Source: an optimization exercise on an open RTL-to-GDS flow (aim: small area, a short achievable clock period and few clock cycles). Production flows keep margins and buffers that such runs may drop.
Function was not checked in any run shown here: the RTL went through the layout flow alone.
No activity file was given, so power comes from the tool's default toggle rates.

==> flow/design.v (outline; a module is shown in full before it is edited, if it fits) <==
// module LASER: 2688 lines
module LASER (
    input            CLK,
    input            RST,
    input      [3:0] X,
    input      [3:0] Y,
    output reg [3:0] C1X,
    output reg [3:0] C1Y,
    output reg [3:0] C2X,
    output reg [3:0] C2Y,
    output reg       DONE
);
  // ...
==> flow/flow/run.sh <==
#!/bin/bash
# The standard layout (standard.sh), with one change: the buffer that
# buffer_ports puts on every input and output port is sky130_fd_sc_hd__buf_2.
set -euo pipefail
bash standard.sh BUFFER_PORTS_ARGS="-buffer_cell sky130_fd_sc_hd__buf_2" finish > orfs_make.log 2>&1
==> flow/standard.sh <==
#!/bin/bash
# synth_recipe.tcl (not shown) runs the flow's synth.tcl, then flattens the netlist and writes it again
# the make line also repeats each setting of config.mk as NAME=value (left out here)
make -C /OpenROAD-flow-scripts/flow DESIGN_CONFIG=/design/flow/config.mk WORK_HOME=/design/flow/orfs CLKGATE_MAP_FILE= SYNTH_SCRIPT=/design/flow/synth_recipe.tcl "${@:-finish}"
==> flow/config.mk <==
export PLATFORM = sky130hd
export DESIGN_NAME = LASER
export DESIGN_NICKNAME = LASER
export VERILOG_FILES = /design/flow/design.v
export SDC_FILE = /design/flow/constraint.sdc
export NUM_CORES = 4
export LEC_CHECK = 0
export CAP_MARGIN = 20
export CORE_MARGIN = 2
export CORE_UTILIZATION = 40
export SLEW_MARGIN = 20
==> flow/constraint.sdc <==
create_clock -name core_clock -period 11.0 [get_ports {CLK}]
set_input_delay 2.2000 -clock core_clock [delete_from_list [all_inputs] [get_ports {CLK}]]
set_output_delay 2.2000 -clock core_clock [all_outputs]
set_load 0.01 [all_outputs]
==> metrics.cfg, run 1 <==
[pwr]
p_per_area_mw_per_mm2 = 227
p_clk_share_pct = 21.7
ir_drop_mv = 0.154
powerClk_w = 0.00415

[finish]
clock_area_share_pct = 4.91
n_fill_cell = 18600
nNonClkInverters = 1223
syn2layout_area_growth_pct = 9.44
clockBufferCount = 156
num_antenna_cells = 7
utilization_pct = 43.9
layout_commonest_cell = inv_1

[clock_tree]
ctsResizeCount = 0
ctsHoldBuffers = 0
clockRootBuffer = clkbuf_16
htree_levels = 3
cts_buffer_depth = 3

[global_route]
grt.met1_usage_pct = 35.6
grt_use_met2_pct = 41.2
grt_use_total_pct = 25.7
gr-total-overflow = 0

[placement]
placed_cells = 10900
io_buffers = 26

[yosys]
synth_xor_area_share_pct = 3.91
synth.most_common_cell = inv_1
synth_area_mm2 = 0.0771

[route]
drtAntennaViolNets = 0

[min_path]
hold_depth = 0

[sta]
setup_ws_ns = 6.56
drv_slew = 0
fin_crit_sh_pct = 40.4

[floorplan]
ios = 27

[worst_setup_path]
rr_endpoint = gc1[1]$_DFF_P_
endpoint = gc1[1]$_DFF_P_

[outcome]
run_status = complete, no violations

==> run 2: changes to the inputs <==
--- a/flow/design.v
+++ b/flow/design.v
@@ -31,21 +31,24 @@
       if (d == 5'd0)                       rclass = 3'b111;
       else if (d <= 5'd2 || d >= 5'd30)    rclass = 3'b110;
       else if (d == 5'd3 || d == 5'd29)    rclass = 3'b101;
       else if (d == 5'd4 || d == 5'd28)    rclass = 3'b100;
       else                                 rclass = 3'b000;
     end
   endfunction
   function [8:0] lohi(input [2:0] c, input [3:0] px, input full);
-    reg [2:0] wd; reg [4:0] lo, hi;
+    reg [4:0] lo, hi;
     begin
-      wd = (c[1:0] == 2'd0) ? 3'd0 : {1'b0, c[1:0]} + 3'd1;
-      lo = {1'b0, px} - {2'b0, wd};
-      hi = {1'b0, px} + {2'b0, wd};
+      case (c[1:0])
+        2'd0:    begin lo = {1'b0, px};         hi = {1'b0, px};         end
+        2'd1:    begin lo = {1'b0, px} - 5'd2;  hi = {1'b0, px} + 5'd2;  end
+        2'd2:    begin lo = {1'b0, px} - 5'd3;  hi = {1'b0, px} + 5'd3;  end
+        default: begin lo = {1'b0, px} - 5'd4;  hi = {1'b0, px} + 5'd4;  end
+      endcase
       lohi[8]   = full | c[2];
       lohi[7:4] = (full | lo[4]) ? 4'd0 : lo[3:0];
       lohi[3:0] = (full | hi[4]) ? 4'd15 : hi[3:0];
     end
   endfunction
   function [15:0] therm(input [2:0] c, input [3:0] px);
     reg w2, w3, w4; integer x;
     begin
==> run 2 against run 1 <==
Net effect: routed wire length is 3.9% higher; hold slack lost 0.0014 ns; register-to-register slack got worse by 0.35 ns; final cell count increased by 9.1%; flip-flop and latch count unchanged; final area is 4.2% higher; clock power down 2%; clock-buffer cell count is 20 lower; maximum frequency fell by 7.3%; area after synthesis up 5.0%; utilization fell by 0.36 points; largest cell class unchanged; largest power group unchanged.
==> metrics.cfg, run 2 <==
[route]
first_pass_iters = 9  ; was 6
top_layer = met4  ; was met5
routed_wl_um = 266000  ; was 256000 µm
vias = 67800  ; was 61300
wl_per_cell_um = 22.0  ; was 23.1 µm
met2_length_um = 118000  ; was 116000 µm
drc_errors = 0  ; unchanged
wl_met3_um = 19000  ; was 14700 µm
via_per_inst = 5.59  ; was 5.51
drt_iter0_markers = 6296  ; was 5230
drtAntennaViolNets = 0  ; unchanged
wl_met1_um = 119000  ; was 117000 µm

[clock_tree]
clockRootBuffer = clkbuf_16  ; unchanged
cts_setup_buffers = 0  ; unchanged
ctsResizeCount = 0  ; unchanged
clkLatencyLatePin_ns = 0.81  ; was 0.79 ns
cts_buffer_depth = 3  ; unchanged
htree_levels = 3  ; unchanged
ctsHoldBuffers = 0  ; unchanged
numCtsBuffers = 113  ; was 114
path_clk_slew_ns = 0.06  ; about the same
cts_num_sinks = 1010  ; unchanged
cts_tree = done  ; unchanged

[pwr]
p_per_area_mw_per_mm2 = 234  ; was 227 mW/mm²
ir_drop_mv = 0.239  ; was 0.154 mV
power_w = 0.0206  ; was 0.0192 W
p_leak_nw = 41.4  ; was 39.9 nW

[sta]
skew_ns = 0.0592  ; was 0.0496 ns
tns_ns = 0  ; unchanged
finalCriticalPeriod_ns = 4.79  ; was 4.44 ns
maxSlewHeadroom_pct = 26.1  ; was 35.3%
fin_crit_sh_pct = 43.6  ; was 40.4%
worst_pin_slew_ns = 1.11  ; was 0.964 ns
fmax_mhz = 209  ; was 225 MHz
finalSetupViolations = 0  ; unchanged
drv_slew = 0  ; unchanged
final_hold_viol_count = 0  ; unchanged
rsz0062_at_grt = false  ; unchanged

[run]
cap_violations = 0  ; unchanged

[yosys]
synthArstFlopShare_pct = 0  ; unchanged
post_synth_main_area_contributors = dfxtp_1 (24%), ha_1 (14%), fa_1 (14%), inv_1 (6.1%), a21oi_1 (4.3%)  ; was dfxtp_1 (25%), fa_1 (17%), ha_1 (15%), inv_1 (6.0%), a21oi_1 (3.5%)
syn_nets = 10900  ; was 10000
yosysWarnings = 1  ; unchanged
synth_ff_type = dfxtp_1  ; unchanged
synthDominantCellAreaShare_pct = 24.2  ; was 25.4%
synth-seq-cells = 1010  ; unchanged
synth.most_common_cell = inv_1  ; unchanged
yosysUniqueCellTypes = 95  ; was 79
synth_edf_count = 33  ; unchanged
synthTopCellsByCount = inv_1 (1324), dfxtp_1 (977), ha_1 (933)  ; was inv_1 (1222), dfxtp_1 (977), ha_1 (929)
syn_area_per_cell_um2 = 8.63  ; was 9.15 µm²
netlist.top_cell.by_area = dfxtp_1  ; unchanged
synth_area_mm2 = 0.0809  ; was 0.0771 mm²
synth_cells = 9379  ; was 8427
ys_seq_area_share_pct = 25.4  ; was 26.7%

[floorplan]
core_mm2 = 0.202  ; was 0.192 mm²
rows = 165  ; was 161
fp.dieW_um = 454  ; was 443 µm
die_y_um = 454  ; was 443 µm
ios = 27  ; unchanged
die_area_mm2 = 0.206  ; was 0.196 mm²
start_util_pct = 40.1  ; was 40.2%

[worst_setup_path]
path_cells = inv_1 -> ha_1 -> nand2b_1 -> a21o_1 -> a21o_1 -> a21o_1 -> a21o_1 -> a21oi_1 -> mux2i_1 -> ha_1 -> nand2b_1 -> a21o_1 -> a21o_1 -> a21o_1 -> a21o_1 -> a21oi_2 -> inv_1 -> mux2i_1  ; was inv_1 -> ha_1 -> nand2b_1 -> a21o_1 -> a21o_1 -> a21o_1 -> a21o_1 -> a21oi_2 -> mux2i_1 -> inv_1 -> ha_1 -> nand2b_1 -> a21o_1 -> a21oi_1 -> nor2b_1 -> o21ai_0 -> nand2b_1 -> a21oi_2 -> mux2i_1
cp_num_buf_inv = 2  ; unchanged
cp_common_cell = a21o_1  ; unchanged
worstSetupStartpointType = register  ; unchanged
path_delay_family = compound AO/OA/AOI/OAI gates  ; unchanged
crit_slowest_cell = a21oi_1  ; was a21oi_2
cp.arrival_ns = 5.46  ; was 5.12 ns
critPathCaptureType = register  ; unchanged
worstSetupPathType = reg -> reg  ; unchanged
crit_path_max_incr_delay_ns = 0.86  ; was 0.52 ns
cp_max_fo = 11  ; was 8
crit_required_ns = 11.66  ; was 11.68 ns

[finish]
layout.nets = 10900  ; was 10100
layout_commonest_cell = inv_1  ; unchanged
largest_registers = tx: 160 flops, ty: 160 flops, tm: 40 flops  ; unchanged
syn2layout_area_growth_pct = 8.61  ; was 9.44%
drive_above_1_share_pct = 4.12  ; was 4.25%
final_cell_mix = inv_1 (1317), dfxtp_1 (976), ha_1 (933), nand2_1 (760), a21oi_1 (701)  ; was inv_1 (1216), dfxtp_1 (976), ha_1 (929), fa_1 (648), nor2_1 (620)

[global_route]
grt_pass1_wl_um = 403000  ; was 382000 µm
grt_use_total_pct = 25.5  ; was 25.7%
grt_pass1_vias = 65600  ; was 60300
gr-total-overflow = 0  ; unchanged
grt_start_max_net_pins = 83  ; was 61
antenna_found_initial = 12  ; was 10

[placement]
place_hpwl_um = 211000  ; about the same
place_congestion = 1.01  ; about the same
io_buffers = 26  ; unchanged

[min_path]
worstHoldPathType = reg -> reg  ; unchanged

[outcome]
run_status = complete, no violations  ; unchanged

==> run 2: kinds of logic (layout without fill, tap and decap cells) <==
group / count (synthesis) / in the layout / synth area share [%]
flip-flops: 1010 / 1010 / 25.4
AND/OR/NAND/NOR: 2372 / 2372 / 13.7
multiplexers: 177 / 177 / 2.25
AO/OA/AOI/OAI: 2479 / 2479 / 19.7
adder cells (fa/ha/maj): 1512 / 1512 / 28.6
buffers and inverters: 1533 / 1602 / 7.17
other: 0 / 6 / 0
XOR/XNOR: 296 / 296 / 3.20
==> run 2: cell type report <==
class	count	area (µm²)
diodes	6	15.0
fillers	19500	114000
well taps	2672	3340
multi-input cells	6836	54600
clock inverters	73	933
inverters	1332	5010
clock buffers	136	3040
flip-flops and latches	1010	20600
repair buffers	61	402
==> run 2: worst paths after layout <==
path	to	slack, ns	depth (start not counted)	from
max reg2reg	fc[0]$_DFF_P_	6.21	18	gc3[0]$_DFF_P_
max	fc[0]$_DFF_P_	6.21	18	gc3[0]$_DFF_P_
min reg2reg	eY[3]$_DFF_P_	0.32	0	dY[3]$_DFF_P_
min	eY[3]$_DFF_P_	0.32	0	dY[3]$_DFF_P_
==> run 2: per-stage QoR <==
| stage | setup slack, ns | util [%] | cell area, µm² | std cells | hold WS (ns) |
|---|---|---|---|---|---|
| after global routing | 5.91 | 43.6 | 87900 | 12100 | 0.329 |
| after detailed placement | 5.89 | 41.6 | 83900 | 11900 | 0.312 |
| final | 6.21 | 43.6 | 87900 | 12100 | 0.322 |
| after CTS | 5.85 | 43.6 | 87900 | 12100 | 0.327 |
| after global placement | 5.86 | 41.6 | 83900 | 11900 | 0.310 |
| after floorplan | 6.72 | - | 80900 | 9379 | 0.310 |
==> run 2: worst reg2reg max path: stages, from the launching register on <==
cell and delay [ns]:
dfxtp_1 0.33, inv_1 0.05, ha_1 0.26, nand2b_1 0.15, a21o_1 0.18, a21o_1 0.18, a21o_1 0.18, a21o_1 0.17
a21oi_1 0.86, mux2i_1 0.35, ha_1 0.27, nand2b_1 0.15, a21o_1 0.18, a21o_1 0.17, a21o_1 0.17, a21o_1 0.18
a21oi_2 0.52, inv_1 0.18, mux2i_1 0.16
==> run 2: per-layer routing <==
layer  vias to the layer above  GRT usage (%)
met3                       424           4.15
li1                      32200              -
met1                     32800           35.1
met2                      2457           40.2
met5                         -              0
met4                         0           9.13
==> run 2: report_power, final <==
group	internal [W]	switching (W)	total [W]
sequential	0.00456	0.000795	0.00536
combinational	0.00441	0.00676	0.0112
clock	0.00231	0.00174	0.00405

[what the ideal ports hide]
How much do the figures lean on ideal ports? The routed layouts below were timed once more, with nothing changed but the port constraints.
Step 1: set_driving_cell puts a clkbuf_16 on CLK and a buf_2 on each other input, an assumption about the parent block.
Step 2 times the ports against the registers' clock, not the clock port: input delays grow and output delays shrink by t, the midpoint of the rising clock arrivals with the driver on.
a / b / c = ideal / step 1 / step 2; a / b = the first two.
run	t (ns)	setup slack, ns	worst setup path at the end	latest minus earliest clock arrival (ns)
run 1	0.851	6.555 / 6.555 / 6.555	register to register	0.051 / 0.051
run 2	0.861	6.206 / 6.206 / 6.206	register to register	0.060 / 0.060
After both steps setup and hold are still met in every run listed.
